Context: an optimization exercise on an open-source flow, tuned for small area and a short achievable clock period. The choices shown serve that exercise and are no tape-out recipe.
At most, simulation tests tie the RTL to the original design; equivalence was not proved.
Only the layout flow was run in run 7; the RTL was not checked for function there.
Power is estimated from default activity; no workload was simulated.

==> flow/design.v <==
`timescale 1ns / 1ps
module fifo_sync #(
    parameter DATA_WIDTH          = 32,
    parameter DEPTH               = 16,
    parameter ADDR_WIDTH          = $clog2(DEPTH),
    parameter ALMOST_FULL_THRESH  = DEPTH - 2,
    parameter ALMOST_EMPTY_THRESH = 2
) (
    input  wire                    clk,
    input  wire                    rst_n,
    input  wire                    wr_en,
    input  wire [DATA_WIDTH-1:0]   wr_data,
    output reg                     full,
    output reg                     almost_full,
    output reg                     overflow,
    input  wire                    rd_en,
    output reg  [DATA_WIDTH-1:0]   rd_data,
    output reg                     empty,
    output reg                     almost_empty,
    output reg                     underflow,
    output reg  [ADDR_WIDTH:0]     data_count,
    output reg  [ADDR_WIDTH:0]     peak_count
);
    reg [DATA_WIDTH-1:0] mem [0:DEPTH-1];
    reg [ADDR_WIDTH-1:0] wr_ptr;      
    reg [DEPTH-1:0]      rd_sel;      
    wire do_write = wr_en & ~full;
    wire do_read  = rd_en & ~empty;
    wire inc      = do_write & ~do_read;
    wire dec      = do_read & ~do_write;
    integer i;
    always @(posedge clk) begin
        for (i = 0; i < DEPTH; i = i + 1)
            if (!full && wr_ptr == i)
                mem[i] <= wr_data;
    end
    reg [DATA_WIDTH-1:0] rd_next;
    always @(*) begin
        rd_next = rd_data & {DATA_WIDTH{~do_read}};
        for (i = 0; i < DEPTH; i = i + 1)
            rd_next = rd_next | (mem[i] & {DATA_WIDTH{rd_sel[i] & do_read}});
    end
    always @(posedge clk) begin
        if (!rst_n) begin
            wr_ptr  <= {ADDR_WIDTH{1'b0}};
            rd_sel  <= {{(DEPTH-1){1'b0}}, 1'b1};
            rd_data <= {DATA_WIDTH{1'b0}};
        end else begin
            rd_data <= rd_next;
            if (do_write) wr_ptr <= wr_ptr + 1'b1;
            if (do_read)
                rd_sel  <= {rd_sel[DEPTH-2:0], rd_sel[DEPTH-1]};
        end
    end
    wire [ADDR_WIDTH:0] cnt_up = data_count + 1'b1;
    wire [ADDR_WIDTH:0] cnt_dn = data_count - 1'b1;
    wire peak_hit = (peak_count == data_count);
    always @(posedge clk) begin
        if (!rst_n) begin
            full         <= 1'b0;
            empty        <= 1'b1;
            almost_full  <= 1'b0;
            almost_empty <= 1'b1;
            data_count   <= {(ADDR_WIDTH+1){1'b0}};
            peak_count   <= {(ADDR_WIDTH+1){1'b0}};
            overflow     <= 1'b0;
            underflow    <= 1'b0;
        end else begin
            overflow  <= wr_en & full;
            underflow <= rd_en & empty;
            if (inc) begin
                data_count   <= cnt_up;
                full         <= (cnt_up == DEPTH);
                empty        <= 1'b0;
                almost_full  <= (cnt_up >= ALMOST_FULL_THRESH);
                almost_empty <= (cnt_up <= ALMOST_EMPTY_THRESH);
                if (peak_hit) peak_count <= cnt_up;
            end else if (dec) begin
                data_count   <= cnt_dn;
                full         <= 1'b0;
                empty        <= (cnt_dn == 0);
                almost_full  <= (cnt_dn >= ALMOST_FULL_THRESH);
                almost_empty <= (cnt_dn <= ALMOST_EMPTY_THRESH);
            end
        end
    end
endmodule
==> flow/flow/run.sh <==
#!/bin/bash
# Standard ORFS layout, with the port buffers made from plain buffers
# (sky130_fd_sc_hd__buf_2) instead of the default choice.
set -euo pipefail
export BUFFER_PORTS_ARGS="-buffer_cell sky130_fd_sc_hd__buf_2"
bash standard.sh > standard.log 2>&1
==> flow/standard.sh <==
#!/bin/bash
# synth_recipe.tcl (not shown) runs the flow's synth.tcl, then flattens the netlist and writes it again
# the make line also repeats each setting of config.mk as NAME=value (left out here)
make -C /OpenROAD-flow-scripts/flow DESIGN_CONFIG=/design/flow/config.mk WORK_HOME=/design/flow/orfs CLKGATE_MAP_FILE= SYNTH_SCRIPT=/design/flow/synth_recipe.tcl "${@:-finish}"
==> flow/config.mk <==
export PLATFORM = sky130hd
export DESIGN_NAME = fifo_sync
export DESIGN_NICKNAME = fifo_sync
export VERILOG_FILES = /design/flow/design.v
export SDC_FILE = /design/flow/constraint.sdc
export NUM_CORES = 4
export LEC_CHECK = 0
export CAP_MARGIN = 20
export CORE_MARGIN = 2
export CORE_UTILIZATION = 65
export CTS_CLUSTER_DIAMETER = 100
export CTS_CLUSTER_SIZE = 25
export PLACE_DENSITY = 0.85
export SETUP_SLACK_MARGIN = 1.4
export SLEW_MARGIN = 20
==> flow/constraint.sdc <==
create_clock -name core_clock -period 3.2 [get_ports {clk}]
set_input_delay 0.6400 -clock core_clock [delete_from_list [all_inputs] [get_ports {clk}]]
set_output_delay 0.6400 -clock core_clock [all_outputs]
set_load 0.01 [all_outputs]
==> results of run 1 <==
## per-stage QoR
| step | hold WS [ns] | setup slack [ns] | power [mW] | utilization | area (um2) |
|---|---|---|---|---|---|
| after floorplan | 0.461 | 1.18 | 9.13 | - | 21100 |
| after global placement | 0.476 | 0.770 | 9.44 | 0.693 | 22000 |
| after detailed placement | 0.480 | 0.740 | 9.48 | 0.693 | 22000 |
| after CTS | 0.306 | 1.31 | 13.2 | 0.725 | 23000 |
| after global routing | 0.305 | 1.36 | 13.6 | 0.735 | 23300 |
| final | 0.310 | 1.38 | 13.3 | 0.735 | 23300 |
## layout make-up
type / instances / area [um2]
Antenna cell: 2 / 5.00
Clock buffer: 48 / 764
Clock inverter: 2 / 40.0
Fill cell: 1744 / 8390
Inverter: 8 / 37.5
Multi-Input combinational cell: 554 / 4020
Sequential cell: 580 / 16800
Tap cell: 402 / 503
Timing Repair Buffer: 163 / 1150
## cells in the final DEF, fill, tap and decap left out, types with 11 or more instances in the layout
master,instances
nand4_1,36
a222oi_1,32
dfxtp_2,11
a21boi_0,17
nor2_1,34
nand2_1,41
a2111oi_2,13
clkbuf_16,27
buf_4,63
dfxtp_1,44
dfxtp_4,13
clkbuf_1,20
nand3_1,38
o21ai_0,40
a22oi_1,192
buf_2,82
and2_4,11
edfxtp_1,512
## synth_stat cells (5+ instances only)
cell         n
nor3_1       5
a22oi_1    192
and2_1      18
buf_2       40
and3_1       6
a2111oi_0   30
a222oi_1    32
xnor2_1      7
edfxtp_1   512
dfxtp_1     68
nand3_1     38
nor2_1      34
a21boi_0    18
inv_1        8
buf_6        8
nand4_1     36
ha_1         9
xor2_1       7
nand2_1     41
o21ai_0     42
clkbuf_1    42
## power by group through the flow
stage | sequential, mW | combinational [mW] | clock (mW)
floorplan | 8.68 | 0.450 | 0
global placement | 8.69 | 0.749 | 0
detailed placement | 8.71 | 0.772 | 0
CTS | 8.51 | 0.843 | 3.87
global route | 8.52 | 0.982 | 4.14
finish | 8.51 | 0.924 | 3.90
## per-layer routing
layer,track usage,up-vias
met5,0,-
met4,0.120,4
met3,0.0642,165
met2,0.493,1252
met1,0.457,6265
li1,-,5216
## kinds of logic after synthesis
logic type	Yosys count	synth area share
AO/OA/AOI/OAI	331	0.119
XOR/XNOR	14	0.00583
adder cells (fa/ha/maj)	9	0.00536
buffers and inverters	99	0.0231
flip-flops	580	0.796
multiplexers	4	0.00191
AND/OR/NAND/NOR	194	0.0481
## registers in the layout, summed over array words and instances (netlist names)
register and flops:
mem 512, overflow 1, empty 1, rd_sel 16, peak_count 5, wr_ptr 4
almost_full 1, data_count 5, underflow 1, full 1, rd_data 32, almost_empty 1
## path summary, 6_finish.rpt
check	startpoint	end	slack, ns	cells past startpoint
max reg2reg	rd_sel[8]	rd_data[12]	1.38	5
min reg2reg	peak_count[3]	peak_count[3]	0.49	2
min	wr_en	overflow	0.31	2
max	rd_sel[8]	rd_data[12]	1.38	5
## critical path: cells and delay by family, from the launching register on
kind | cells | cell delay, ns
compound gates | 2 | 0.72
flops | 1 | 0.45
simple gates | 2 | 0.28
buf+inv | 1 | 0.24
## what timing repair did
item,CTS,global route
setup buffers,9,17
pin swaps,3,7
cloned,0,2
setup endpoints to repair,331,287
gates resized for setup,63,51
==> summary.md, run 1 <==
| Metric | Value |
|---|---|
| Root buffer cell | clkbuf_16 |
| First-pass iteration count of the detailed router | 8 |
| Maximum clock rate | 549 MHz |
| Switching portion of total power | 0.219 |
| TritonCTS sink count | 580 |
| Ys async rst share | 0 |
| Switching power | 2.92 mW |
| Drt via density | 7.33 |
| Power Dens Cells | 572 mW/mm2 |
| Netlist cell types | 47 |
| Area contributors post-synth | edfxtp_1, a22oi_1, dfxtp_1 |
| DR vias | 12900 |
| Clock H-tree levels | 1 |
| Main synth FF type | edfxtp_1 |
| Hold Fails Final Rpt | 0 |
| Max Slew Vio Count | 0 |
| Io pins | 84 |
| CP Cell Sequence | buf_4 > a222oi_1 > nand3_1 > a2111oi_4 > nor2_1 |
| Cells after DPL | 1679 |
| Cell Int Power | 10.4 mW |
| Die Y | 184 um |
| Fin Clk Skew | 0.0213 ns |
| First-pass GRT wire length | 77600 um |
| CTS hold repair buffers | 0 |
| Synth-to-Final Area Change | 11.0% |
| Synthesized flop and latch total | 580 |
| Die Wd | 184 um |
| Req. time, crit path | 3.67 ns |
| M1 WL | 18300 um |
| Initial antenna violation count | 3 |
| Largest net degree at the start of global routing | 49 |
| Row cnt | 65 |
| Fin Setup TNS | 0 ns |
| DRT iter0 DRCs | 2500 |
| Syn_area_per_cell | 17.1 um2 |
| Vias in the first global route | 12400 |
| Hpwl dp | 28800 um |
| Core Region | 0.0317 mm2 |
| Hold Crit Class | input pin to flip-flop |
| CTS Buf Count | 27 |
| Initial Util | 0.663 |
| RSZ-0062 raised after global routing | true |
| Max incr delay on CP | 0.45 ns |
| Post-Synthesis Cells | 1231 |
| Max Root-Sink Buffers | 3 |
| Max-cap violations | 0 |
| Gpl congestion | 0.839 |
| YS warnings | 2 |
| LEAKAGE | 7.58 nW |
| Comb power frac | 0.069 |
| Slew @ Worst Pin | 0.825 ns |
| Uppermost layer routed | met5 |
| NumNets Final | 1379 |
| Worst-path clk slew | 0.10 ns |
| Cell accounting for the most synthesized area | edfxtp_1 |
| DR WL met2 | 25100 um |
| Min cycle time layout | 1.82 ns |
| VDD IR max | 0.000611 V |
| Max FO, Critical Path | 14 |
| Setup CP Type | flip-flop to flip-flop |
| Clock insertion delay at the later pin of the skew report | 0.59 ns |
| Proportion of layout cells with a drive suffix above 1 | 0.197 |
| Share of the synthesized area in the top cell type | 0.732 |
| Clock Power Share | 0.292 |
| Sequential fraction of the synthesis area | 0.796 |
| CTS tree | built |
| Crit path capture type | flip-flop |
| Die area | 0.0338 mm2 |
| Wire length on met3 | 8760 um |
| DRC | 0 |
| CP arrival | 2.30 ns |
| Part of the power in registers | 0.638 |
| Non-Filler Instances | 1759 |
| Tot GR Track Use | 0.318 |
| Port bufs | 83 |
| Synthesized area | 0.0210 mm2 |
| Final ANT Viol Nets | 0 |
| Outcome | timing/DRC/antenna clean |
| Slew HR | 0.450 |
| Critical path's slowest cell | dfxtp_4 |
| CP startpoint kind | flip-flop |
| Number of synthesized flops with an enable pin | 512 |
| Tcrit/Tclk final | 0.570 |
| Post-synth net total | 1276 |
| GR Overflow Total | 0 |
| DR WL/cell | 30.8 um |
| Routed WL | 54200 um |
| Setup violations, final | 0 |
==> run 2: changes to the inputs <==
--- a/flow/config.mk
+++ b/flow/config.mk
@@ -8,8 +8,8 @@
 export CAP_MARGIN = 20
 export CORE_MARGIN = 2
-export CORE_UTILIZATION = 65
+export CORE_UTILIZATION = 70
 export CTS_CLUSTER_DIAMETER = 100
 export CTS_CLUSTER_SIZE = 25
-export PLACE_DENSITY = 0.85
+export PLACE_DENSITY = 0.8
 export SETUP_SLACK_MARGIN = 1.4
 export SLEW_MARGIN = 20
==> summary.md, run 2 <==
| Metric | Value |
|---|---|
| GR Overflow Total | 0 |
| Setup violations, final | 0 |
| Proportion of layout cells with a drive suffix above 1 | 0.195 |
| Core Region | 0.0296 mm2 |
| RSZ-0062 raised after global routing | true |
| LEAKAGE | 7.56 nW |
| Netlist cell types | 47 |
| Most frequent cells in the layout | edfxtp_1, a22oi_1, buf_2, buf_4, nand2_1 |
| Ys async rst share | 0 |
| Outcome | timing/DRC/antenna clean |
| CP arrival | 2.13 ns |
| Power Dens Cells | 570 mW/mm2 |
| Biggest register | mem |
| Initial Util | 0.709 |
| Tot GR Track Use | 0.345 |
| Fin Setup TNS | 0 ns |
| Io pins | 84 |
| DR vias | 12800 |
| Port bufs | 83 |
| Post-Synthesis Cells | 1231 |
| CTS hold repair buffers | 0 |
| Max Slew Vio Count | 0 |
| Min cycle time layout | 1.83 ns |
| CTS Buf Count | 27 |
| Gpl congestion | 0.815 |
| Cells after DPL | 1643 |
| DRT iter0 DRCs | 2205 |
| Hpwl dp | 26800 um |
| Hold Fails Final Rpt | 0 |
| Main synth FF type | edfxtp_1 |
| Die Wd | 177 um |
| Largest net degree at the start of global routing | 49 |
| Crit path capture type | flip-flop |
| Max Root-Sink Buffers | 3 |
| Hold Crit Class | input pin to flip-flop |
| Max-cap violations | 0 |
| Setup CP Type | flip-flop to flip-flop |
| Clock insertion delay at the later pin of the skew report | 0.60 ns |
| Non-Filler Instances | 1739 |
| DRC | 0 |
| Sequential fraction of the synthesis area | 0.796 |
| M1 WL | 19300 um |
| Area contributors post-synth | edfxtp_1, a22oi_1, dfxtp_1 |
| First-pass GRT wire length | 77100 um |
| Post-synth top cells | edfxtp_1, a22oi_1, dfxtp_1, clkbuf_1, o21ai_0 |
| Final ANT Viol Nets | 0 |
| CP startpoint kind | flip-flop |
| Tcrit/Tclk final | 0.573 |
| YS warnings | 2 |
| Slew @ Worst Pin | 0.720 ns |
| Count leader, synth | edfxtp_1 |
| VDD IR max | 0.000599 V |
| Maximum clock rate | 546 MHz |
| NumNets Final | 1372 |
| Fill cells | 1587 |
| Vias in the first global route | 12100 |
| Req. time, crit path | 3.50 ns |
| Root buffer cell | clkbuf_16 |
| Routed WL | 56000 um |
| Synthesized area | 0.0210 mm2 |
| Cell accounting for the most synthesized area | edfxtp_1 |
| Synth-to-Final Area Change | 10.9% |
| Die Y | 177 um |
| Fin Clk Skew | 0.0221 ns |
| Row cnt | 63 |
| Syn_area_per_cell | 17.1 um2 |
| Worst Setup Slack, final | 1.37 ns |
| Regs by FF count | mem: 512 flops, rd_data: 32 flops, rd_sel: 16 flops |
| Share of the synthesized area in the top cell type | 0.732 |
| DR WL/cell | 32.2 um |
| Pre-CTS WS | 0.746 ns |
| Number of flip-flops in the largest register | 512 |
| Max FO, Critical Path | 20 |
| Die area | 0.0314 mm2 |
| Post-synth net total | 1276 |
| Drt via density | 7.37 |
| DR WL met2 | 26700 um |
| Pwr Total | 13.3 mW |
| Uppermost layer routed | met5 |
| Worst-path clk slew | 0.11 ns |
| TritonCTS sink count | 580 |
| First-pass iteration count of the detailed router | 6 |
| Slew HR | 0.520 |
| Number of synthesized flops with an enable pin | 512 |
| Synthesized flop and latch total | 580 |
| CTS tree | built |
| Most common cell after layout, fill and taps aside | edfxtp_1 |
| Clock H-tree levels | 1 |
| Wire length on met3 | 7590 um |
| Initial antenna violation count | 4 |
-- run 2: cell counts after synthesis --
Identical to the previous run, type by type.
-- run 2: cell type report --
class / count / area (um2) / share of cell area
antenna: 2 / 5.00 / 0.000215
clock buffer: 47 / 751 / 0.0322
clock inverter: 2 / 40.0 / 0.00172
inverter: 8 / 37.5 / 0.00161
multi-input combinational: 553 / 4000 / 0.172
sequential: 580 / 16800 / 0.722
tap: 390 / 488 / 0.0209
timing repair buffer: 157 / 1160 / 0.0498
-- run 2: worst paths after layout --
path	start	endpoint	slack, ns	cells after the start
setup / recovery	full	mem[11][30]	1.37	4
setup reg to reg	full	mem[11][30]	1.37	4
hold / removal	wr_en	overflow	0.29	2
hold reg to reg	peak_count[4]	peak_count[4]	0.49	2
-- run 2: where the power goes --
part           total, mW  switching [mW]  internal (mW)  leakage, nW
registers           8.53           0.123           8.41         5.23
logic              0.873           0.549          0.323         1.96
clock network       3.89            2.25           1.64        0.376
total               13.3            2.92           10.4         7.56
-- run 2: what timing repair did --
action,CTS,global route
gates resized for setup,56,45
pin swaps,3,7
cloned,0,1
buffers inserted,12,32
setup endpoints to repair,363,290
-- run 2: stage by stage --
step                      utilization  hold slack, ns  instance area (um2)
after floorplan                     -           0.461                21100
after global placement          0.736           0.474                21800
after detailed placement        0.736           0.477                21800
after CTS                       0.770           0.291                22800
after global routing            0.787           0.286                23300
final                           0.787           0.290                23300
-- run 2: logic make-up (layout without fill, tap and decap cells) --
family / Yosys count / in the layout / share of synthesized area
flops: 580 / 580 / 0.796
other cells: 0 / 2 / 0
xor+xnor: 14 / 14 / 0.00583
fa+ha+maj: 9 / 9 / 0.00536
compound gates: 331 / 331 / 0.119
buf+inv: 99 / 214 / 0.0231
mux: 4 / 4 / 0.00191
simple gates: 194 / 195 / 0.0481
-- run 2: critical path, cell delays in order, from the launching register on --
cell and delay (ns):
dfxtp_4 0.40, buf_4 0.14, nor3b_2 0.30, and2_4 0.42
buf_12 0.26
-- run 2: routing by layer --
metal	vias up	global-route usage
met5	-	0
met3	172	0.0664
met4	2	0.131
li1	5207	-
met1	6366	0.483
met2	1072	0.550
==> run 3: changes to the inputs <==
--- a/flow/config.mk
+++ b/flow/config.mk
@@ -8,8 +8,9 @@
 export CAP_MARGIN = 20
 export CORE_MARGIN = 2
-export CORE_UTILIZATION = 70
+export CORE_UTILIZATION = 65
 export CTS_CLUSTER_DIAMETER = 100
 export CTS_CLUSTER_SIZE = 25
-export PLACE_DENSITY = 0.8
+export GPL_ROUTABILITY_DRIVEN = 0
+export PLACE_DENSITY = 0.75
 export SETUP_SLACK_MARGIN = 1.4
 export SLEW_MARGIN = 20
==> summary.md, run 3 <==
| Metric | Value |
|---|---|
| Outcome | timing/DRC/antenna clean |
| Ys async rst share | 0 |
| DRT iter0 DRCs | 1901 |
| FF-to-FF setup slack | 1.42 ns |
| Drt via density | 7.07 |
| First-pass GRT wire length | 76000 um |
| VDD IR max | 0.000443 V |
| Worst-path clk slew | 0.10 ns |
| CP Cell Sequence | buf_2 |
| Maximum clock rate | 561 MHz |
| Die area | 0.0338 mm2 |
| Switching power | 2.86 mW |
| Root buffer cell | clkbuf_16 |
| Io pins | 84 |
| Cell accounting for the most synthesized area | edfxtp_1 |
| Switching portion of total power | 0.216 |
| Main synth FF type | edfxtp_1 |
| Synthesized flop and latch total | 580 |
| NumNets Final | 1366 |
| YS warnings | 2 |
| Share of the synthesized area in the top cell type | 0.732 |
| Comb power frac | 0.066 |
| Fin Setup TNS | 0 ns |
| Initial Util | 0.663 |
| Clock insertion delay at the later pin of the skew report | 0.59 ns |
| DR vias | 12400 |
| Hpwl dp | 26900 um |
| Max incr delay on CP | 0.39 ns |
| Slew HR | 0.522 |
| Port bufs | 83 |
| LEAKAGE | 7.50 nW |
| Hold Fails Final Rpt | 0 |
| Count leader, synth | edfxtp_1 |
| Fin Clk Skew | 0.0313 ns |
| Max FO, Critical Path | 2 |
| GR Overflow Total | 0 |
| Core Region | 0.0317 mm2 |
| Critical path's slowest cell | dfxtp_1 |
| CP startpoint kind | flip-flop |
| Clock Power Share | 0.290 |
| Area contributors post-synth | edfxtp_1, a22oi_1, dfxtp_1 |
| Row cnt | 65 |
| Slew @ Worst Pin | 0.717 ns |
| Post-synth net total | 1276 |
| TritonCTS sink count | 580 |
| Worst hold path cell count | 2 |
| Largest net degree at the start of global routing | 49 |
| RSZ-0062 raised after global routing | true |
| Post-synth top cells | edfxtp_1, a22oi_1, dfxtp_1, clkbuf_1, o21ai_0 |
| Setup violations, final | 0 |
| Reg-to-Reg End | rd_data[0] |
| Tot GR Track Use | 0.312 |
| Register area | 0.0168 mm2 |
| CTS Buf Count | 27 |
| Synthesized area | 0.0210 mm2 |
| Biggest register | mem |
| Min cycle time layout | 1.78 ns |
| Number of synthesized flops with an enable pin | 512 |
| Clock H-tree levels | 1 |
| DRC | 0 |
| Placed cell areas | 0.0218 mm2 |
| Sequential fraction of the synthesis area | 0.796 |
| Proportion of layout cells with a drive suffix above 1 | 0.186 |
| Reg-to-reg startpoint | rd_sel[3] |
| Die Wd | 184 um |
| Design Area, Final | 0.0232 mm2 |
| Final ANT Viol Nets | 0 |
| Synth-to-Final Area Change | 10.5% |
| CP arrival | 1.14 ns |
| Most frequent cells in the layout | edfxtp_1, a22oi_1, buf_2, buf_4, dfxtp_1 |
| Multi-input logic area | 0.00399 mm2 |
| Netlist cell types | 47 |
| Power Dens Cells | 569 mW/mm2 |
| Vias in the first global route | 11900 |
| CTS tree | built |
| Hold Crit Class | input pin to flip-flop |
| Syn_area_per_cell | 17.1 um2 |
| Most common cell after layout, fill and taps aside | edfxtp_1 |
| Initial antenna violation count | 2 |
| Hold Crit Start | rd_en |
| R2R cell count | 5 |
| Max Root-Sink Buffers | 3 |
| Hold Path Sink | underflow |
| Crit path capture type | output port |
| CP Buf/Inv Count | 1 |
| Tcrit/Tclk final | 0.557 |
| Setup CP Type | flip-flop to output port |
| Fill cells | 1918 |
| Die Y | 184 um |
| Max-cap violations | 0 |
| Number of flip-flops in the largest register | 512 |
| Req. time, crit path | 2.56 ns |
| Post-Synthesis Cells | 1231 |
| Routed WL | 52600 um |
| First-pass iteration count of the detailed router | 9 |
| Max Slew Vio Count | 0 |
| CP delay by family, top | flip-flops |
| DR WL/cell | 30.1 um |
| Cell Int Power | 10.4 mW |
| Part of the power in registers | 0.645 |
| Regs by FF count | mem: 512 flops, rd_data: 32 flops, rd_sel: 16 flops |
run 3: how the worst max path moves through the flow:
stage	cells past startpoint	endpoint	slack, ns	start
2_1_floorplan	10	almost_full	1.18	rd_en
3_3_place_gp	8	almost_full	0.77	rd_en
3_5_place_dp	8	almost_full	0.74	rd_en
4_1_cts	1	data_count[0]	1.23	data_count[0]
5_1_grt	5	rd_data[11]	1.31	rd_sel[10]
6_report	1	rd_data[11]	1.42	rd_data[11]
run 3: repair_timing:
item / 4_1_cts / 5_1_grt
endpoints found under the setup margin: 321 / 198
pin swaps: 4 / 3
gates cloned: 0 / 0
gates resized for setup: 61 / 32
setup buffers: 15 / 22
hold buffers: 0 / 0
run 3: layer usage:
metal | vias to the layer above | GRT usage | share of wire
met1 | 6218 | 0.450 | 0.38
met2 | 820 | 0.511 | 0.48
met4 | 2 | 0.0909 | 0.029
met5 | - | 0 | 0.00025
li1 | 5191 | - | -
met3 | 125 | 0.0390 | 0.11
run 3: cells by family (layout without fill, tap and decap cells):
family | after synthesis | after routing | share of synthesized area
multiplexers | 4 | 4 | 0.00191
buffers and inverters | 99 | 210 | 0.0231
flip-flops | 580 | 580 | 0.796
adder cells (fa/ha/maj) | 9 | 9 | 0.00536
XOR/XNOR | 14 | 14 | 0.00583
other | 0 | 3 | 0
AO/OA/AOI/OAI | 331 | 331 | 0.119
AND/OR/NAND/NOR | 194 | 194 | 0.0481
run 3: area by class of cell:
type | count | area share
multi-input combinational | 552 | 0.172
tap | 402 | 0.0217
clock inverter | 2 | 0.00124
antenna | 3 | 0.000323
sequential | 580 | 0.724
clock buffer | 48 | 0.0325
timing repair buffer | 152 | 0.0466
inverter | 8 | 0.00162
run 3: stage by stage:
stage | setup WS (ns) | utilization | std cells | hold WS [ns] | power (mW)
global route | 1.31 | 0.732 | 1745 | 0.320 | 13.6
global placement | 0.770 | 0.689 | 1657 | 0.477 | 9.45
CTS | 1.23 | 0.722 | 1722 | 0.304 | 13.2
finish | 1.42 | 0.732 | 1747 | 0.318 | 13.2
floorplan | 1.18 | - | 1231 | 0.461 | 9.13
detailed placement | 0.741 | 0.689 | 1657 | 0.478 | 9.48
run 3: power by group through the flow:
| stage | combinational (mW) | sequential [mW] | clock [mW] |
|---|---|---|---|
| 2_1_floorplan | 0.450 | 8.68 | 0 |
| 3_3_place_gp | 0.727 | 8.72 | 0 |
| 3_5_place_dp | 0.745 | 8.73 | 0 |
| 4_1_cts | 0.817 | 8.53 | 3.85 |
| 5_1_grt | 0.944 | 8.54 | 4.09 |
| 6_report | 0.866 | 8.52 | 3.83 |
==> run 4: changes to the inputs <==
--- a/flow/config.mk
+++ b/flow/config.mk
@@ -11,5 +11,4 @@
 export CTS_CLUSTER_DIAMETER = 100
 export CTS_CLUSTER_SIZE = 25
-export GPL_ROUTABILITY_DRIVEN = 0
 export PLACE_DENSITY = 0.75
 export SETUP_SLACK_MARGIN = 1.4
==> summary.md, run 4 <==
| Metric | Value |
|---|---|
| Outcome | timing/DRC/antenna clean |
| Cell accounting for the most synthesized area | edfxtp_1 |
| Hold Crit Class | input pin to flip-flop |
| Initial Util | 0.663 |
| Max FO, Critical Path | 2 |
| FF-to-FF setup slack | 1.42 ns |
| Worst Setup Slack, final | 1.42 ns |
| TritonCTS sink count | 580 |
| Count leader, synth | edfxtp_1 |
| Number of synthesized flops with an enable pin | 512 |
| Post-synthesis mux area share | 0.00191 |
| CP Cell Sequence | buf_2 |
| Port bufs | 83 |
| Cells after DPL | 1657 |
| Synthesized area | 0.0210 mm2 |
| First-pass GRT wire length | 76000 um |
| GR Overflow Total | 0 |
| CP startpoint kind | flip-flop |
| LEAKAGE | 7.50 nW |
| Tot GR Track Use | 0.312 |
| Clock Power Share | 0.290 |
| First-pass iteration count of the detailed router | 9 |
| Post-layout util | 0.732 |
| Fin Setup TNS | 0 ns |
| Clock insertion delay at the later pin of the skew report | 0.59 ns |
| Die Y | 184 um |
| Setup CP Type | flip-flop to output port |
| NumNets Final | 1366 |
| Max incr delay on CP | 0.39 ns |
| Worst hold path cell count | 2 |
| Part of the power in registers | 0.645 |
| Synthesized flop and latch total | 580 |
| Max Root-Sink Buffers | 3 |
| R2R cell count | 5 |
| Row cnt | 65 |
| Main synth FF type | edfxtp_1 |
| Post-synth net total | 1276 |
| VDD IR max | 0.000443 V |
| Biggest register | mem |
| Placed cell areas | 0.0218 mm2 |
| Hold Crit Start | rd_en |
| DR WL/cell | 30.1 um |
| Crit path capture type | output port |
| Io pins | 84 |
| Most common cell after layout, fill and taps aside | edfxtp_1 |
| Final ANT Viol Nets | 0 |
| CTS tree | built |
| Wire length on met3 | 5770 um |
| Clock H-tree levels | 1 |
| Regs by FF count | mem: 512 flops, rd_data: 32 flops, rd_sel: 16 flops |
| Die area | 0.0338 mm2 |
| Reg-to-Reg End | rd_data[0] |
| Fin Clk Skew | 0.0313 ns |
| Compound-Gate Fraction of Synth Area | 0.119 |
| Cell Int Power | 10.4 mW |
| Design Area, Final | 0.0232 mm2 |
| Tcrit/Tclk final | 0.557 |
| Setup violations, final | 0 |
| Routed WL | 52600 um |
| Post-synth top cells | edfxtp_1, a22oi_1, dfxtp_1, clkbuf_1, o21ai_0 |
| Uppermost layer routed | met5 |
| Pre-CTS WS | 0.741 ns |
| Worst-path clk slew | 0.10 ns |
| Hpwl dp | 26900 um |
| Sequential fraction of the synthesis area | 0.796 |
| Synth Area in XOR/XNOR | 0.00583 |
| Post-Synthesis Cells | 1231 |
| Area contributors post-synth | edfxtp_1, a22oi_1, dfxtp_1 |
| Netlist cell types | 47 |
| Gpl congestion | 0.833 |
| Hold Fails Final Rpt | 0 |
| Non-Filler Instances | 1747 |
| DRT iter0 DRCs | 1901 |
| Die Wd | 184 um |
| Maximum clock rate | 561 MHz |
| Reg-to-reg startpoint | rd_sel[3] |
| DRC | 0 |
| RSZ-0062 raised after global routing | true |
| Proportion of layout cells with a drive suffix above 1 | 0.186 |
| Comb power frac | 0.066 |
| Synth-to-Final Area Change | 10.5% |
| Core Region | 0.0317 mm2 |
| Req. time, crit path | 2.56 ns |
| Drt via density | 7.07 |
| Synth Area in Adders | 0.00536 |
| CP Buf/Inv Count | 1 |
| Syn_area_per_cell | 17.1 um2 |
| Power Dens Cells | 569 mW/mm2 |
| Most frequent cells in the layout | edfxtp_1, a22oi_1, buf_2, buf_4, dfxtp_1 |
| Root buffer cell | clkbuf_16 |
| Hold Path Sink | underflow |
| CP delay by family, top | flip-flops |
| Ys async rst share | 0 |
| Critical path's slowest cell | dfxtp_1 |
| Share of the synthesized area in the top cell type | 0.732 |
| Slew @ Worst Pin | 0.717 ns |
| Slew HR | 0.522 |
| Main combinational cell family by area after synthesis | compound AO/OA/AOI/OAI gates |
| CTS Buf Count | 27 |
| Max-cap violations | 0 |
| Max Slew Vio Count | 0 |
| Min cycle time layout | 1.78 ns |
| Switching power | 2.86 mW |
| CP arrival | 1.14 ns |
| CTS hold repair buffers | 0 |
| Number of flip-flops in the largest register | 512 |
| Initial antenna violation count | 2 |
| Simple-gate share of the synthesized area | 0.0481 |
| Largest net degree at the start of global routing | 49 |
| Switching portion of total power | 0.216 |
| DR vias | 12400 |
| YS warnings | 2 |
| DR WL met2 | 25300 um |
| M1 WL | 20100 um |
| Vias in the first global route | 11900 |
-- run 4: repair_timing --
item                       4_1_cts  5_1_grt
setup buffers                   15       22
setup endpoints to repair      321      198
pin swaps                        4        3
resized for setup               61       32
-- run 4: how the worst max path moves through the flow --
stage,start,slack (ns),to,depth (start not counted)
2_1_floorplan,rd_en,1.18,almost_full,10
3_3_place_gp,rd_en,0.77,almost_full,8
3_5_place_dp,rd_en,0.74,almost_full,8
4_1_cts,data_count[0],1.23,data_count[0],1
5_1_grt,rd_sel[10],1.31,rd_data[11],5
6_report,rd_data[11],1.42,rd_data[11],1
-- run 4: power groups by stage --
stage                     sequential (mW)  combinational (mW)  clock [mW]
final                                8.52               0.866        3.83
after global routing                 8.54               0.944        4.09
after CTS                            8.53               0.817        3.85
after detailed placement             8.73               0.745           0
after global placement               8.72               0.727           0
after floorplan                      8.68               0.450           0
-- run 4: final cells by class --
cell class | instances | area (um2)
inverter | 8 | 37.5
clock buffer | 48 | 754
clock inverter | 2 | 28.8
tap | 402 | 503
fill | 1918 | 8490
timing repair buffer | 152 | 1080
antenna | 3 | 7.51
multi-input combinational | 552 | 3990
sequential | 580 | 16800
-- run 4: logic make-up after synthesis --
family	after synthesis
AO/OA/AOI/OAI	331
XOR/XNOR	14
adder cells (fa/ha/maj)	9
buffers and inverters	99
flip-flops	580
multiplexers	4
AND/OR/NAND/NOR	194
-- run 4: routing by layer --
layer | vias up | GRT usage
met5 | - | 0
met4 | 2 | 0.0909
li1 | 5191 | -
met1 | 6218 | 0.450
met3 | 125 | 0.0390
met2 | 820 | 0.511
-- run 4: per-stage QoR --
stage          power [mW]  hold slack, ns
2_1_floorplan        9.13           0.461
3_3_place_gp         9.45           0.477
3_5_place_dp         9.48           0.478
4_1_cts              13.2           0.304
5_1_grt              13.6           0.320
6_report             13.2           0.318
==> run 5: changes to the inputs <==
--- a/flow/config.mk
+++ b/flow/config.mk
@@ -8,7 +8,8 @@
 export CAP_MARGIN = 20
 export CORE_MARGIN = 2
-export CORE_UTILIZATION = 65
+export CORE_UTILIZATION = 60
 export CTS_CLUSTER_DIAMETER = 100
 export CTS_CLUSTER_SIZE = 25
+export HOLD_SLACK_MARGIN = 0.05
 export PLACE_DENSITY = 0.75
 export SETUP_SLACK_MARGIN = 1.4
==> summary.md, run 5 <==
| Metric | Value |
|---|---|
| Outcome | timing/DRC/antenna clean |
| VDD IR max | 0.000445 V |
| Crit path capture type | flip-flop |
| Placed cell areas | 0.0219 mm2 |
| Io pins | 84 |
| Hpwl dp | 25700 um |
| Most frequent cells in the layout | edfxtp_1, a22oi_1, buf_2, dfxtp_1, nand2_1 |
| Compound-Gate Fraction of Synth Area | 0.119 |
| Post-synthesis mux area share | 0.00191 |
| Netlist cell types | 47 |
| Synthesized flop and latch total | 580 |
| DR vias | 12300 |
| Pre-CTS WS | 0.783 ns |
| Die area | 0.0365 mm2 |
| Gpl congestion | 0.824 |
| DR WL/cell | 30.1 um |
| Clock insertion delay at the later pin of the skew report | 0.57 ns |
| Synth Area in Adders | 0.00536 |
| Setup CP Type | flip-flop to flip-flop |
| R2R cell count | 5 |
| FF-to-FF setup slack | 1.41 ns |
| Register area | 0.0168 mm2 |
| Clock H-tree levels | 1 |
| Core Region | 0.0345 mm2 |
| Switching power | 2.83 mW |
| Cell Int Power | 10.4 mW |
| NumNets Final | 1352 |
| Min cycle time layout | 1.79 ns |
| N_diodes | 0 |
| Non-Filler Instances | 1782 |
| RSZ-0062 raised after global routing | true |
| Clock Power Share | 0.287 |
| Reg-to-reg startpoint | rd_sel[2] |
| Number of synthesized flops with an enable pin | 512 |
| YS warnings | 2 |
| CTS Buf Count | 27 |
| Max-cap violations | 0 |
| Post-synth top cells | edfxtp_1, a22oi_1, dfxtp_1, clkbuf_1, o21ai_0 |
| Setup violations, final | 0 |
| Pwr Total | 13.2 mW |
| Root buffer cell | clkbuf_16 |
| Switching portion of total power | 0.214 |
| Vias in the first global route | 11700 |
| Hold Fails Final Rpt | 0 |
| Routed WL | 53600 um |
| Regs by FF count | mem: 512 flops, rd_data: 32 flops, rd_sel: 16 flops |
| Initial Util | 0.608 |
| Post-Synthesis Cells | 1231 |
| CP Capture Point | rd_data[11] |
| CP arrival | 2.24 ns |
| Multi-input logic area | 0.00395 mm2 |
| Max Slew Vio Count | 0 |
| CTS tree | built |
| Row cnt | 68 |
| DRC | 0 |
| Fin Clk Skew | 0.0203 ns |
| Die Y | 191 um |
| Slew HR | 0.476 |
| Tcrit/Tclk final | 0.559 |
| TritonCTS sink count | 580 |
| Ys async rst share | 0 |
| First-pass GRT wire length | 75500 um |
| Initial antenna violation count | 1 |
| Design Area, Final | 0.0232 mm2 |
| Sequential fraction of the synthesis area | 0.796 |
| Req. time, crit path | 3.65 ns |
| CP startpoint kind | flip-flop |
| Part of the power in registers | 0.646 |
| Port bufs | 83 |
| DRT iter0 DRCs | 1884 |
| Most common cell after layout, fill and taps aside | edfxtp_1 |
| Number of flip-flops in the largest register | 512 |
| Synth-to-Final Area Change | 10.5% |
| Max FO, Critical Path | 24 |
| Final ANT Viol Nets | 0 |
| Drt via density | 6.92 |
| Biggest register | mem |
| Area contributors post-synth | edfxtp_1, a22oi_1, dfxtp_1 |
| Main combinational cell family by area after synthesis | compound AO/OA/AOI/OAI gates |
| Fill cells | 2326 |
| Comb power frac | 0.067 |
| Syn_area_per_cell | 17.1 um2 |
| Count leader, synth | edfxtp_1 |
| Worst Setup Slack, final | 1.41 ns |
| Simple-gate share of the synthesized area | 0.0481 |
| Cells after DPL | 1707 |
| Tot GR Track Use | 0.287 |
| Maximum clock rate | 559 MHz |
| Cell accounting for the most synthesized area | edfxtp_1 |
| First-pass iteration count of the detailed router | 7 |
| GR Overflow Total | 0 |
| Worst-path clk slew | 0.10 ns |
| LEAKAGE | 7.44 nW |
| Hold Crit Class | input pin to flip-flop |
| Proportion of layout cells with a drive suffix above 1 | 0.173 |
| Main synth FF type | edfxtp_1 |
| Hold Crit Start | rd_en |
| Synthesized area | 0.0210 mm2 |
| Share of the synthesized area in the top cell type | 0.732 |
| Post-synth net total | 1276 |
| CTS hold repair buffers | 0 |
| Power Dens Cells | 568 mW/mm2 |
| Slew @ Worst Pin | 0.786 ns |
| Fin Setup TNS | 0 ns |
| Reg-to-Reg End | rd_data[11] |
| Largest net degree at the start of global routing | 49 |
| Max Root-Sink Buffers | 3 |
| Synth Area in XOR/XNOR | 0.00583 |
| Die Wd | 191 um |
| CP startpoint | rd_sel[2] |
==> run 5: layout make-up <==
type                       instances  share of cell area
sequential                       580               0.724
multi-input combinational        553               0.170
timing repair buffer             137              0.0464
clock buffer                      47              0.0323
tap                              455              0.0245
inverter                           8             0.00162
clock inverter                     2             0.00102
==> run 5: metrics by stage <==
step	utilization	hold slack, ns
final	0.673	0.307
after global routing	0.673	0.304
after CTS	0.663	0.297
after detailed placement	0.635	0.474
after global placement	0.635	0.472
after floorplan	-	0.461
==> run 5: cell families after synthesis <==
| group | Yosys count |
|---|---|
| simple gates | 194 |
| mux | 4 |
| fa+ha+maj | 9 |
| compound gates | 331 |
| xor+xnor | 14 |
| buf+inv | 99 |
| flops | 580 |
==> run 5: power by group through the flow <==
stage               logic (mW)  clock network, mW  registers, mW
floorplan                0.450                  0           8.68
global placement         0.734                  0           8.72
detailed placement       0.751                  0           8.73
CTS                      0.813               3.81           8.52
global route             0.964               4.07           8.53
finish                   0.890               3.79           8.52
==> run 5: repair_timing <==
item                                    in CTS  in global routing
gates cloned                                 0                  1
resized for setup                           50                 37
endpoints found under the setup margin     395                346
setup buffers                                8                 17
endpoints found under the hold margin        0                  0
pin swaps                                    1                  7
==> run 5: critical path, cell delays in order (launching register included) <==
cell,delay [ns]
dfxtp_4,0.50
buf_4,0.27
a22oi_1,0.23
nand3_1,0.11
a2111oi_1,0.45
nor2_1,0.10
==> run 5: how the worst min path moves through the flow <==
stage / end / cells past startpoint
after global placement: peak_count[3] / 2
after detailed placement: peak_count[3] / 2
after floorplan: rd_data[25] / 2
after CTS: overflow / 2
after global routing: overflow / 2
final: underflow / 2
==> run 5: routing by layer <==
metal / global-route usage / share of wire
met1: 0.428 / 0.38
met2: 0.450 / 0.47
met3: 0.0479 / 0.13
met4: 0.0731 / 0.025
met5: 0 / 0.00013
==> run 6: changes to the inputs <==
--- a/flow/config.mk
+++ b/flow/config.mk
@@ -8,9 +8,8 @@
 export CAP_MARGIN = 20
 export CORE_MARGIN = 2
-export CORE_UTILIZATION = 60
+export CORE_UTILIZATION = 65
 export CTS_CLUSTER_DIAMETER = 100
 export CTS_CLUSTER_SIZE = 25
-export HOLD_SLACK_MARGIN = 0.05
 export PLACE_DENSITY = 0.75
-export SETUP_SLACK_MARGIN = 1.4
+export SETUP_SLACK_MARGIN = 1.42
 export SLEW_MARGIN = 20
==> summary.md, run 6 <==
| Metric | Value |
|---|---|
| LEAKAGE | 7.50 nW |
| Gpl congestion | 0.804 |
| CTS hold repair buffers | 0 |
| Maximum clock rate | 535 MHz |
| Setup violations, final | 0 |
| Hold Fails Final Rpt | 0 |
| Largest net degree at the start of global routing | 49 |
| Die Wd | 184 um |
| Die Y | 184 um |
| Tot GR Track Use | 0.315 |
| Tcrit/Tclk final | 0.584 |
| Synthesized flop and latch total | 580 |
| First-pass GRT wire length | 76700 um |
| VDD IR max | 0.000646 V |
| Core Region | 0.0317 mm2 |
| Post-Synthesis Cells | 1231 |
| DR vias | 12300 |
| Sequential fraction of the synthesis area | 0.796 |
| Clock H-tree levels | 1 |
| First-pass iteration count of the detailed router | 6 |
| Routed WL | 53800 um |
| Row cnt | 65 |
| CP arrival | 2.16 ns |
| Initial antenna violation count | 2 |
| Share of the synthesized area in the top cell type | 0.732 |
| DR WL/cell | 30.9 um |
| DRT iter0 DRCs | 1757 |
| Fill cells | 1881 |
| Max Root-Sink Buffers | 3 |
| Synth-to-Final Area Change | 10.7% |
| Die area | 0.0338 mm2 |
| Synthesized area | 0.0210 mm2 |
| Req. time, crit path | 3.49 ns |
| RSZ-0062 raised after global routing | true |
| Slew HR | 0.512 |
| NumNets Final | 1361 |
| Max FO, Critical Path | 20 |
| Hold Worst Slack | 0.299 ns |
| Clock insertion delay at the later pin of the skew report | 0.59 ns |
| DRC | 0 |
| Drt via density | 7.08 |
| Number of flip-flops in the largest register | 512 |
| Fin Setup TNS | 0 ns |
| Post-synth top cells | edfxtp_1, a22oi_1, dfxtp_1, clkbuf_1, o21ai_0 |
| Outcome | timing/DRC/antenna clean |
| Design Area, Final | 0.0233 mm2 |
| Regs by FF count | mem: 512 flops, rd_data: 32 flops, rd_sel: 16 flops |
| Biggest register | mem |
| Area contributors post-synth | edfxtp_1, a22oi_1, dfxtp_1 |
| TritonCTS sink count | 580 |
| CP startpoint kind | flip-flop |
| CTS tree | built |
| YS warnings | 2 |
| Most frequent cells in the layout | edfxtp_1, a22oi_1, buf_2, buf_4, nand2_1 |
| Max-cap violations | 0 |
| Main synth FF type | edfxtp_1 |
| Fin Clk Skew | 0.0183 ns |
| Port bufs | 83 |
| Slew @ Worst Pin | 0.733 ns |
| Vias in the first global route | 11900 |
| Count leader, synth | edfxtp_1 |
| Io pins | 84 |
| Hold Crit Class | input pin to flip-flop |
| Post-synth net total | 1276 |
| GR Overflow Total | 0 |
| Initial Util | 0.663 |
| Setup CP Type | flip-flop to flip-flop |
| CTS Buf Count | 27 |
| Proportion of layout cells with a drive suffix above 1 | 0.189 |
| Crit path capture type | flip-flop |
| Cell accounting for the most synthesized area | edfxtp_1 |
| Number of synthesized flops with an enable pin | 512 |
| Root buffer cell | clkbuf_16 |
| Ys async rst share | 0 |
| Max Slew Vio Count | 0 |
| Syn_area_per_cell | 17.1 um2 |
| Hpwl dp | 26300 um |
| Placed cell areas | 0.0219 mm2 |
| Power Dens Cells | 570 mW/mm2 |
| Min cycle time layout | 1.87 ns |
| Worst-path clk slew | 0.10 ns |
| Reg-to-reg startpoint | wr_ptr[0] |
| Hold Crit Start | wr_en |
| Netlist cell types | 47 |
| CP startpoint | wr_ptr[0] |
| Most common cell after layout, fill and taps aside | edfxtp_1 |
| Final ANT Viol Nets | 0 |
-- run 6: changes by cell type in the layout (fill, tap and decap cells not counted), moves of 2 or more --
cell       change
buf_12         -2
dfxtp_1       -12
a2111oi_1      -4
diode_2        +3
buf_6          +3
inv_16         +2
buf_4         +12
clkbuf_8       -2
dfxtp_2       +12
a2111oi_0      +3
-- run 6: critical path, cell delays in order, from the launching register on --
cell and delay, ns:
dfxtp_1 0.36, inv_1 0.13, ha_1 0.25, and3_4 0.52
buf_4 0.28
-- run 6: layer usage --
layer / GRT usage / wire [um] / part of all wire
met4: 0.0995 / 1570 / 0.029
met3: 0.0559 / 6400 / 0.12
met5: 0 / 13 / 0.00024
met2: 0.503 / 25700 / 0.48
met1: 0.451 / 20100 / 0.37
-- run 6: logic make-up after synthesis --
kind of cell,count (synthesis),share of synthesized area
compound gates,331,0.119
flops,580,0.796
mux,4,0.00191
fa+ha+maj,9,0.00536
simple gates,194,0.0481
buf+inv,99,0.0231
xor+xnor,14,0.00583
-- run 6: where the power goes --
part / switching [mW] / internal [mW]
logic: 0.541 / 0.313
registers: 0.111 / 8.41
clock network: 2.24 / 1.64
-- run 6: worst paths after layout --
check	to	slack, ns	cells past startpoint
worst max-delay path	mem[6][31]	1.33	4
worst max register to register	mem[6][31]	1.33	4
worst min register to register	peak_count[2]	0.48	2
worst min-delay path	overflow	0.30	2
-- run 6: timing repair --
action / CTS / global route
setup endpoints to repair: 438 / 336
buffers inserted: 20 / 10
cloned: 0 / 1
pin swaps: 5 / 3
gates resized for setup: 62 / 34
-- run 6: cell type report --
type / count / area, um2 / share of cell area
antenna: 3 / 7.51 / 0.000323
clock buffer: 47 / 751 / 0.0323
clock inverter: 3 / 43.8 / 0.00188
inverter: 8 / 35.0 / 0.00151
multi-input combinational: 553 / 3950 / 0.170
sequential: 580 / 16800 / 0.724
tap: 402 / 503 / 0.0216
timing repair buffer: 146 / 1130 / 0.0488
-- run 6: per-stage QoR --
stage          total power [mW]  setup slack, ns  cells  utilization
2_1_floorplan              9.13             1.18   1231            -
3_3_place_gp               9.45            0.849   1658        0.689
3_5_place_dp               9.47            0.797   1658        0.689
4_1_cts                    13.2             1.32   1728        0.725
5_1_grt                    13.6             1.26   1739        0.733
6_report                   13.3             1.33   1742        0.733
==> run 7: changes to the inputs <==
--- a/flow/design.v
+++ b/flow/design.v
@@ -23,6 +23,6 @@
 );
     reg [DATA_WIDTH-1:0] mem [0:DEPTH-1];
-    reg [ADDR_WIDTH-1:0] wr_ptr;      
-    reg [DEPTH-1:0]      rd_sel;      
+    reg [ADDR_WIDTH-1:0] wr_ptr;
+    reg [ADDR_WIDTH-1:0] rd_ptr;
     wire do_write = wr_en & ~full;
     wire do_read  = rd_en & ~empty;
@@ -35,20 +35,21 @@
                 mem[i] <= wr_data;
     end
-    reg [DATA_WIDTH-1:0] rd_next;
+    reg [DATA_WIDTH-1:0] rd_word;
     always @(*) begin
-        rd_next = rd_data & {DATA_WIDTH{~do_read}};
+        rd_word = {DATA_WIDTH{1'b0}};
         for (i = 0; i < DEPTH; i = i + 1)
-            rd_next = rd_next | (mem[i] & {DATA_WIDTH{rd_sel[i] & do_read}});
+            rd_word = rd_word | (mem[i] & {DATA_WIDTH{rd_ptr == i}});
     end
     always @(posedge clk) begin
         if (!rst_n) begin
             wr_ptr  <= {ADDR_WIDTH{1'b0}};
-            rd_sel  <= {{(DEPTH-1){1'b0}}, 1'b1};
+            rd_ptr  <= {ADDR_WIDTH{1'b0}};
             rd_data <= {DATA_WIDTH{1'b0}};
         end else begin
-            rd_data <= rd_next;
             if (do_write) wr_ptr <= wr_ptr + 1'b1;
-            if (do_read)
-                rd_sel  <= {rd_sel[DEPTH-2:0], rd_sel[DEPTH-1]};
+            if (do_read) begin
+                rd_ptr  <= rd_ptr + 1'b1;
+                rd_data <= rd_word;
+            end
         end
     end
==> flow/run.sh (new file) <==
#!/bin/bash
# synth_recipe.tcl (not shown) runs the flow's synth.tcl, then flattens the netlist and writes it again
# the make line also repeats each setting of config.mk as NAME=value (left out here)
make -C /OpenROAD-flow-scripts/flow DESIGN_CONFIG=/design/flow/config.mk WORK_HOME=/design/flow/orfs CLKGATE_MAP_FILE= SYNTH_SCRIPT=/design/flow/synth_recipe.tcl finish
--- a/flow/config.mk
+++ b/flow/config.mk
@@ -8,8 +8,4 @@
 export CAP_MARGIN = 20
 export CORE_MARGIN = 2
-export CORE_UTILIZATION = 65
-export CTS_CLUSTER_DIAMETER = 100
-export CTS_CLUSTER_SIZE = 25
-export PLACE_DENSITY = 0.75
-export SETUP_SLACK_MARGIN = 1.42
+export CORE_UTILIZATION = 40
 export SLEW_MARGIN = 20
removed: flow/flow/run.sh
removed: flow/standard.sh
==> summary.md, run 7 <==
| Metric | Value |
|---|---|
| Outcome | timing/DRC/antenna clean |
| Tcrit/Tclk final | 0.808 |
| Gpl congestion | 0.756 |
| DRT iter0 DRCs | 1354 |
| Setup violations, final | 0 |
| Number of flip-flops in the largest register | 512 |
| Slew @ Worst Pin | 0.842 ns |
| Maximum clock rate | 387 MHz |
| Most frequent cells in the layout | edfxtp_1, a22oi_1, clkdlybuf4s50_1, a21oi_1, o21ai_0 |
| TritonCTS sink count | 568 |
| Fill cells | 4554 |
| Ys async rst share | 0 |
| Most common cell after layout, fill and taps aside | edfxtp_1 |
| Drt via density | 5.99 |
| Worst-path clk slew | 0.06 ns |
| RSZ-0062 raised after global routing | false |
| First-pass iteration count of the detailed router | 5 |
| Hold Fails Final Rpt | 0 |
| Max-cap violations | 0 |
| Max Root-Sink Buffers | 3 |
| Share of the synthesized area in the top cell type | 0.707 |
| Root buffer cell | clkbuf_16 |
| Biggest register | mem |
| Part of the power in registers | 0.524 |
| CP Cell Sequence | clkdlybuf4s50_1 |
| Switching power | 3.56 mW |
| Power Dens Cells | 634 mW/mm2 |
| Die Wd | 237 um |
| First-pass GRT wire length | 87200 um |
| Cell Int Power | 12.5 mW |
| CP Buf/Inv Count | 1 |
| CTS hold repair buffers | 0 |
| Vias in the first global route | 13200 |
| Tot GR Track Use | 0.209 |
| CP startpoint kind | flip-flop |
| Fin Clk Skew | 0.0183 ns |
| Setup CP Type | flip-flop to output port |
| Count leader, synth | edfxtp_1 |
| CTS tree | built |
| YS warnings | 2 |
| Max FO, Critical Path | 17 |
| DR vias | 13200 |
| Die area | 0.0562 mm2 |
| Switching portion of total power | 0.221 |
| Post-synth net total | 1432 |
| Synthesized flop and latch total | 568 |
| Largest net degree at the start of global routing | 62 |
| Post-synth top cells | edfxtp_1, a22oi_1, a21oi_1, o21ai_0, buf_2 |
| Critical path's slowest cell | dfxtp_1 |
| Max incr delay on CP | 0.69 ns |
| Post-Synthesis Cells | 1383 |
| CP delay by family, top | flip-flops |
| DRC | 0 |
| Pwr Total | 16.1 mW |
| Synth-to-Final Area Change | 16.8% |
| Area contributors post-synth | edfxtp_1, dfxtp_1, a22oi_1 |
| LEAKAGE | 8.03 nW |
| Number of synthesized flops with an enable pin | 512 |
| Netlist cell types | 61 |
| Initial Util | 0.404 |
| Fin Setup TNS | 0 ns |
| Hpwl dp | 30400 um |
| Routed WL | 58900 um |
| Final ANT Viol Nets | 0 |
| Crit path capture type | output port |
| Clock insertion delay at the later pin of the skew report | 0.61 ns |
| Row cnt | 85 |
| Main synth FF type | edfxtp_1 |
| NumNets Final | 1511 |
| Hold Worst Slack | 0.510 ns |
| Initial antenna violation count | 1 |
| Die Y | 237 um |
| Synthesized area | 0.0217 mm2 |
| GR Overflow Total | 0 |
| Post-cts resize count | 0 |
| Min cycle time layout | 2.58 ns |
| Sequential fraction of the synthesis area | 0.759 |
| Port bufs | 83 |
| Clock Power Share | 0.402 |
| Clock H-tree levels | 2 |
| Cell accounting for the most synthesized area | edfxtp_1 |
| Syn_area_per_cell | 15.7 um2 |
| Regs by FF count | mem: 512 flops, rd_data: 32 flops |
| Post-CTS Setup Bufs | 0 |
| Io pins | 84 |
| DR WL/cell | 26.7 um |
| Proportion of layout cells with a drive suffix above 1 | 0.111 |
| CTS Buf Count | 55 |
| Req. time, crit path | 2.56 ns |
| N_diodes | 0 |
| Hold Crit Class | flip-flop to flip-flop |
| Core Region | 0.0538 mm2 |
| Slew HR | 0.438 |
| Max Slew Vio Count | 0 |
| CP arrival | 1.94 ns |
| VDD IR max | 0.000413 V |
| Comb power frac | 0.074 |
run 7: power groups by stage:
stage | clock (mW) | combinational, mW | sequential [mW]
3_5_place_dp | 0 | 1.19 | 8.59
4_1_cts | 6.58 | 1.19 | 8.43
5_1_grt | 6.85 | 1.30 | 8.46
6_report | 6.48 | 1.19 | 8.43
2_1_floorplan | 0 | 0.645 | 8.56
3_3_place_gp | 0 | 1.17 | 8.59
run 7: layout make-up:
class | count | area [um2] | area share
sequential | 568 | 16500 | 0.650
multi-input combinational | 687 | 4760 | 0.187
clock buffer | 79 | 1550 | 0.0609
timing repair buffer | 136 | 1410 | 0.0556
tap | 696 | 871 | 0.0343
clock inverter | 24 | 262 | 0.0103
inverter | 14 | 52.6 | 0.00207
run 7: cells by family after synthesis:
| logic type | share of synthesized area |
|---|---|
| buf+inv | 0.0260 |
| compound gates | 0.139 |
| mux | 0.0142 |
| flops | 0.759 |
| xor+xnor | 0.00725 |
| simple gates | 0.0471 |
| fa+ha+maj | 0.00748 |
run 7: metrics by stage:
stage	setup slack (ns)	area, um2	cells	util
final	0.615	25400	2204	0.472
after global routing	0.490	25400	2204	0.472
after CTS	0.581	25400	2204	0.472
after detailed placement	0.413	23600	2101	0.438
after global placement	0.409	23600	2101	0.438
after floorplan	0.381	21700	1383	-
run 7: path summary, 6_finish.rpt:
path / endpoint / start / depth (start not counted) / slack (ns)
setup / recovery: data_count[0] / data_count[0] / 1 / 0.62
hold / removal: peak_count[1] / peak_count[1] / 2 / 0.51
setup reg to reg: rd_data[6] / rd_ptr[0] / 7 / 0.75
hold reg to reg: peak_count[1] / peak_count[1] / 2 / 0.51
run 7: per-layer routing:
layer	GRT usage	up-vias	routed length (um)
met2	0.334	561	27700
met3	0.0379	89	4550
met1	0.294	6770	25300
met5	0	-	14
met4	0.0595	2	1350
li1	-	5783	-

[separate check: timing with driven ports]
The flow's constraints put no driver on any port. The routed layouts listed below were extracted and timed again, unchanged, in two steps. Step 1: set_driving_cell puts a clkbuf_16 on clk and a buf_2 on each other input, an assumption about the parent block. Step 2 moves the port delays by t, midway between the first and last clock arrival at a register: inputs arrive t later, outputs are due t later. That takes back most of the time a late clock gives input paths. Slacks: ideal ports / drivers / drivers and shift; pairs: ideal ports / drivers.
run | t (ns) | slack for setup (ns) | slew at the worst register clock pin (ns)
run 1 | 0.631 | 1.377 / 1.352 / 1.073 | 0.10 / 0.10
run 2 | 0.637 | 1.367 / 1.363 / 0.992 | 0.11 / 0.11
run 3 | 0.627 | 1.419 / 1.368 / 1.110 | 0.10 / 0.10
run 4 | 0.627 | 1.419 / 1.368 / 1.110 | 0.10 / 0.10
run 5 | 0.621 | 1.412 / 1.357 / 1.037 | 0.10 / 0.10
run 6 | 0.637 | 1.330 / 1.330 / 1.096 | 0.10 / 0.10
run 7 | 0.653 | 0.615 / 0.562 / 0.439 | 0.07 / 0.07
After both steps every run listed still meets setup and hold.
